This design comes from an exercise in tuning for small area and a short achievable clock period on the open sky130 flow, not from production work. No functional check of the RTL was part of any run shown here. Power and IR drop assume default switching activity.

==> flow/design.v, too long to show whole: its modules and the start of the top module <==
// module pid_controller: 907 lines
// module pid_fa: 4 lines
// module pid_pg: 4 lines
// module pid_carry16: 24 lines
// module pid_ha: 4 lines
// module top: 23 lines
module top (
  input  logic        clk,
  input  logic        rst_n,
  input  logic [15:0] setpoint,
  input  logic [15:0] feedback,
  input  logic [15:0] Kp,
  input  logic [15:0] Ki,
  input  logic [15:0] Kd,
  input  logic [15:0] clk_prescaler,
  output logic [15:0] control_signal
);
  // ...
==> flow/flow/run.sh <==
#!/bin/bash
# The standard layout, with the port buffers made of plain buf_1 cells
# instead of the delay buffers buffer_ports picks on its own, and a larger
# setup margin for timing repair.
set -euo pipefail
export BUFFER_PORTS_ARGS="-buffer_cell sky130_fd_sc_hd__buf_1"
bash standard.sh SETUP_SLACK_MARGIN=6.5 finish > standard.log 2>&1
==> flow/standard.sh <==
#!/bin/bash
# synth_recipe.tcl (not shown) runs the flow's synth.tcl, then flattens the netlist and writes it again
# the make line also repeats each setting of config.mk as NAME=value (left out here)
make -C /OpenROAD-flow-scripts/flow DESIGN_CONFIG=/design/flow/config.mk WORK_HOME=/design/flow/orfs CLKGATE_MAP_FILE= SYNTH_SCRIPT=/design/flow/synth_recipe.tcl "${@:-finish}"
==> flow/config.mk <==
export PLATFORM = sky130hd
export DESIGN_NAME = top
export DESIGN_NICKNAME = top
export VERILOG_FILES = /design/flow/design.v
export SDC_FILE = /design/flow/constraint.sdc
export NUM_CORES = 4
export LEC_CHECK = 0
export CAP_MARGIN = 20
export CORE_MARGIN = 2
export CORE_UTILIZATION = 40
export SETUP_SLACK_MARGIN = 5
export SLEW_MARGIN = 20
export SYNTH_HIERARCHICAL = 1
export SYNTH_MINIMUM_KEEP_SIZE = 0
==> flow/constraint.sdc <==
create_clock -name core_clock -period 12.5 [get_ports {clk}]
set_input_delay 2.5000 -clock core_clock [delete_from_list [all_inputs] [get_ports {clk}]]
set_output_delay 2.5000 -clock core_clock [all_outputs]
set_load 0.01 [all_outputs]
==> notes.md, run 1 <==
outcome: finished clean
CP Max Fanout: 4
vias per cell: 5.348
Crit path top cell by count: fa_1
Non-clock inverters: 75
Fin. Hold Viols: 0
vias in the first global route: 11,920
crit path cell chain: buf_8, inv_8, ha_4, a21o_4, nand4_1, a21oi_2, o2111ai_4, buf_12, a31oi_4, xor2_4, ha_2, nor2_4, xnor2_1, a22o_1, fa_1, fa_1, fa_2, fa_1, fa_1
Worst setup SP type: input port
Synth area leader: fa_1
final std cells w/o fill: 2,192
Clock Tree Buf Depth: 2
hold crit path type: flop to flop
worst path bufs/invs: 3
Worst Hold End: u_dut.clk_divider[0]
Clock Power Share: 8.2%
Wirelength per Cell: 20.37 um
Synth Warn #: 10
Area growth, synth to finish: 19.90%
Int Power: 1850 uW
die height: 199.8 um
M3 GR Usage: 4.603%
worst slew pin tran: 1081 ps
sequential standard cell area: 2431 um2
Rel. slew slack: 27.85%
CTS Buf Count: 9
# hold bufs at CTS: 0
wl on met1: 19,200 um
area share of the largest cell type after synthesis: 28.21%
crit path capture type: flop
VDD IR-drop max: 0.1554 mV
Pwr Total: 3516 uW
fraction of area in multi-input gates: 72.69%
Critical Path AT: 7110 ps
==> run 2: changes to the inputs <==
--- a/flow/config.mk
+++ b/flow/config.mk
@@ -6,4 +6,5 @@
 export NUM_CORES = 4
 export LEC_CHECK = 0
+export ABC_AREA = 1
 export CAP_MARGIN = 20
 export CORE_MARGIN = 2
==> notes.md, run 2 <==
RSZ-0062 raised after global routing: true (unchanged)
# DRC: 0 (unchanged)
clock sinks: 97 (unchanged)
DR vias: 13,370 (was 11,720)
most frequent cell after synthesis: nand2_1 (was fa_1)
syn_area_per_cell: 8.147 um2 (was 10.01 um2)
sequential element share of the synthesized area: 15.49% (was 15.84%)
CTS Buf Count: 9 (unchanged)
Required @ worst endpoint: 12,730 ps (about the same)
Flop pwr share: 14.0% (was 13.4%)
largest net degree at the start of global routing: 65 (was 78)
hold crit path type: flop to flop (unchanged)
Critical Path AT: 6800 ps (was 7110 ps)
vias per cell: 5.102 (was 5.348)
Starting Density: 40.54% (was 40.70%)
antenna viol nets, final: 0 (unchanged)
worst slack, placed: 4837 ps (was 4127 ps)
Clock Tree Buf Depth: 2 (unchanged)
hold path startpoint: u_dut.clk_divider[0] (unchanged)
die area: 40,770 um2 (was 39,900 um2)
drt pass-1 iters: 5 (unchanged)
Die W: 201.9 um (was 199.8 um)
DRT iter0 DRCs: 1,052 (was 864)
synthesized flop and latch total: 97 (unchanged)
maximum clock rate: 0.1522 GHz (was 0.1453 GHz)
Net Switching: 1626 uW (was 1666 uW)
Rel. slew slack: 18.00% (was 27.85%)
Setup Viol. Count Final: 0 (unchanged)
Core Util, Final: 49.34% (was 48.79%)
PortBufs: 113 (unchanged)
outcome: finished clean (unchanged)
hpwl dp: 38,640 um (was 35,670 um)
H-Tree Depth: 3 (unchanged)
core area: 38,650 um2 (was 37,670 um2)
Area growth, synth to finish: 21.70% (was 19.90%)
reg2reg start: u_dut.smp (unchanged)
GPL Wtd Cong: 0.9658 (was 0.9141)
worst setup path class: input port to flop (unchanged)
Worst Hold End: u_dut.clk_divider[0] (unchanged)
commonest non-fill, non-tap cell in the layout: nand2_1 (was xnor2_1)
Clock Power Share: 9.2% (was 8.2%)
worst r2r path cells: 16 (was 17)
NumNets Final: 2,495 (was 2,073)
total grt overflow: 0 (unchanged)
P per Cell Area: 176.9 nW/um2 (was 191.3 nW/um2)
min Tclk post-route: 6568 ps (was 6880 ps)
synthesized instance count: 1,923 (was 1,532)
ANT cells: 0 (unchanged)
Fin Clk Skew: 12.16 ps (was 11.31 ps)
mapped cell area: 15,670 um2 (was 15,330 um2)
Synth area leaders: fa_1, dfrtp_1, nand2_1 (was fa_1, dfrtp_1, xnor2_1)
IO Pins: 114 (unchanged)
ys async rst share: 100.0% (unchanged)
Final period util: 52.55% (was 55.04%)
CP Max Fanout: 9 (was 4)
RR Endpoint: u_dut.C1[15] (unchanged)
crit path capture type: flop (unchanged)
Post-Synth Adder-Cell Area: 34.23% (was 34.98%)
Fin. Hold Viols: 0 (unchanged)
Synth area leader: fa_1 (unchanged)
VDD IR-drop max: 0.1537 mV (was 0.1554 mV)
GRT Total Usage: 24.79% (was 23.20%)
simple-gate share of the synthesized area: 19.91% (was 12.83%)
first-pass GRT wire length: 77,240 um (was 68,910 um)
antenna violations before repair: 0 (was 1)
Int Power: 1747 uW (was 1850 uW)
largest family of logic cells by synthesized area: adder cells (unchanged)
CTS tree: done (unchanged)
synth cell count leaders: nand2_1, inv_1, fa_1 (was fa_1, xnor2_1, nand2_1)
Total Routed Length: 49,300 um (was 44,650 um)
Final Worst Setup Slack: 5932 ps (was 5620 ps)
Filler cells: 3,667 (was 3,542)
Comb pwr share: 76.8% (was 78.4%)
max-slew violations: 0 (unchanged)
# hold bufs at CTS: 0 (unchanged)
post-synth cell types: 43 (was 51)
FF-to-FF setup slack: 6470 ps (was 6650 ps)
Synth Warn #: 10 (unchanged)
Min-Delay Path Depth: 1 (unchanged)
most frequent cells in the layout: nand2_1, inv_1, fa_1, buf_1, dfrtp_1 (was xnor2_1, fa_1, nand2_1, a22o_1, buf_1)
EDFF count, synth: 0 (unchanged)
Fin Setup TNS: 0 ps (unchanged)
switching share of power: 48.20% (was 47.38%)
vias in the first global route: 13,680 (was 11,920)
Compound-Gate Fraction of Synth Area: 9.535% (was 14.12%)
post-synthesis mux area share: 0% (was 3.339%)
Pleak: 0.009714 uW (was 0.008551 uW)
Reg clk slew, reported paths: 80 ps (about the same)
worst skew pair latency: 370 ps (about the same)
max-cap viol count: 0 (unchanged)
share of post-route cells with drive strength above 1: 18.74% (was 19.93%)
root buf cell: clkbuf_16 (unchanged)
Worst setup SP type: input port (unchanged)
Synth Area in XOR/XNOR: 13.26% (was 14.73%)
worst slew pin tran: 1224 ps (was 1081 ps)
Wirelength per Cell: 18.81 um (was 20.37 um)
row cnt: 72 (was 71)
area share of the largest cell type after synthesis: 27.60% (was 28.21%)
die height: 201.9 um (was 199.8 um)
ys flop type: dfrtp_1 (unchanged)
## run 2: cell families after synthesis
kind of cell	after synthesis
xor gates and xnor gates	224
adders and majority gates	299
AOI/OAI and AO/OA	255
buffers and inverters	282
DFF	97
other	2
and+or+nand+nor	764
## run 2: area by class of cell
cell class	count	area [um2]	area share, %
Clock buffer	9	225.2	1.181
Clock inverter	7	93.84	0.4922
Inverter	223	869.6	4.561
Multi-Input combinational cell	1549	13360	70.06
Sequential cell	97	2429	12.74
Tap cell	518	648.1	3.399
Timing Repair Buffer	218	1443	7.566
## run 2: routing by layer
layer	share of wire [%]	GRT usage (%)	vias up	routed length, um
met4	2.7	6.092	0	1313
li1	-	-	6305	-
met1	43	33.52	6567	21180
met2	48	41.73	428	23620
met3	6.5	3.854	72	3184
met5	0	0	-	0
## run 2: power groups by stage
stage	Sequential, uW	Clock, uW	Combinational, uW
floorplan	461	0	1750
global placement	477	0	2340
detailed placement	477	0	2400
CTS	472	316	2550
global route	480	328	2930
finish	473	309	2590
## run 2: stage by stage
stage               hold WS (ps)  instance area [um2]  total power (uW)  cells
floorplan                  449.4                16190              2207   1927
global placement           475.7                16980              2815   2508
detailed placement         487.2                16980              2875   2508
CTS                        504.8                18350              3339   2588
global route               527.7                19070              3740   2621
finish                     500.0                19070              3373   2621
## run 2: modules after synthesis (local to each module, per instance), a selection
module | cell area (um2) | flops+latches | cells inside
pid_fa | 20.02 | 0 | 1
pid_controller | 9692 | 97 | 1452
pid_pg | 12.51 | 0 | 1
pid_carry16 | 350.3 | 0 | 69
## run 2: worst max-delay path, stage by stage
cell	delay, ps
buf_1	100
nand2_4	80
inv_2	70
ha_1	180
inv_2	50
nand2_2	70
xnor2_2	950
inv_1	400
a21boi_0	280
o21ai_0	110
nand2_1	90
fa_1	460
fa_1	480
fa_1	570
fa_1	410
## run 2: what timing repair did
action | 4_1_cts | 5_1_grt
cloned | 1 | 0
pin swaps | 47 | 38
resized for setup | 109 | 109
setup buffers | 63 | 33
endpoints found under the setup margin | 28 | 25
## run 2: worst max path at each step
stage | from | to | slack (ps) | cells after the start
floorplan | feedback[1] | u_dut.C1[15] | 5800 | 23
global placement | feedback[0] | u_dut.C1[15] | 4940 | 22
detailed placement | setpoint[0] | u_dut.C1[15] | 4840 | 21
CTS | Kd[9] | u_dut.C1[15] | 5910 | 16
global route | Kd[3] | u_dut.C1[15] | 5770 | 20
finish | Kd[0] | u_dut.C1[15] | 5930 | 15

what the ideal ports hide:
The flow's constraints put no driver on any port. The routed layouts listed below were extracted and timed again, unchanged, in two steps.
Step 1 sets driving cells, clkbuf_16 on the clock port and buf_2 on the other inputs (assumed; they add their load-dependent delay and slew).
Step 2 also shifts input and output timing later by t, the mid clock arrival at the registers, as if the neighbouring blocks saw the same clock.
a / b / c = ideal / step 1 / step 2; a / b = the first two.
| run | t (ns) | setup WS [ns] | hold slack, ns | clock arrival spread, ns | worst slew at a driven data input, ns |
|---|---|---|---|---|---|
| run 1 | 0.407 | 5.620 / 5.605 / 5.198 | 0.491 / 0.491 / 0.491 | 0.012 / 0.011 | 0.06 |
| run 2 | 0.412 | 5.932 / 5.961 / 5.549 | 0.500 / 0.500 / 0.500 | 0.013 / 0.014 | 0.04 |
After both steps setup and hold are still met in every run listed. The setup slack of run 1, which loses most, moves by -0.015 ns with the drivers and by -0.422 ns with both steps.
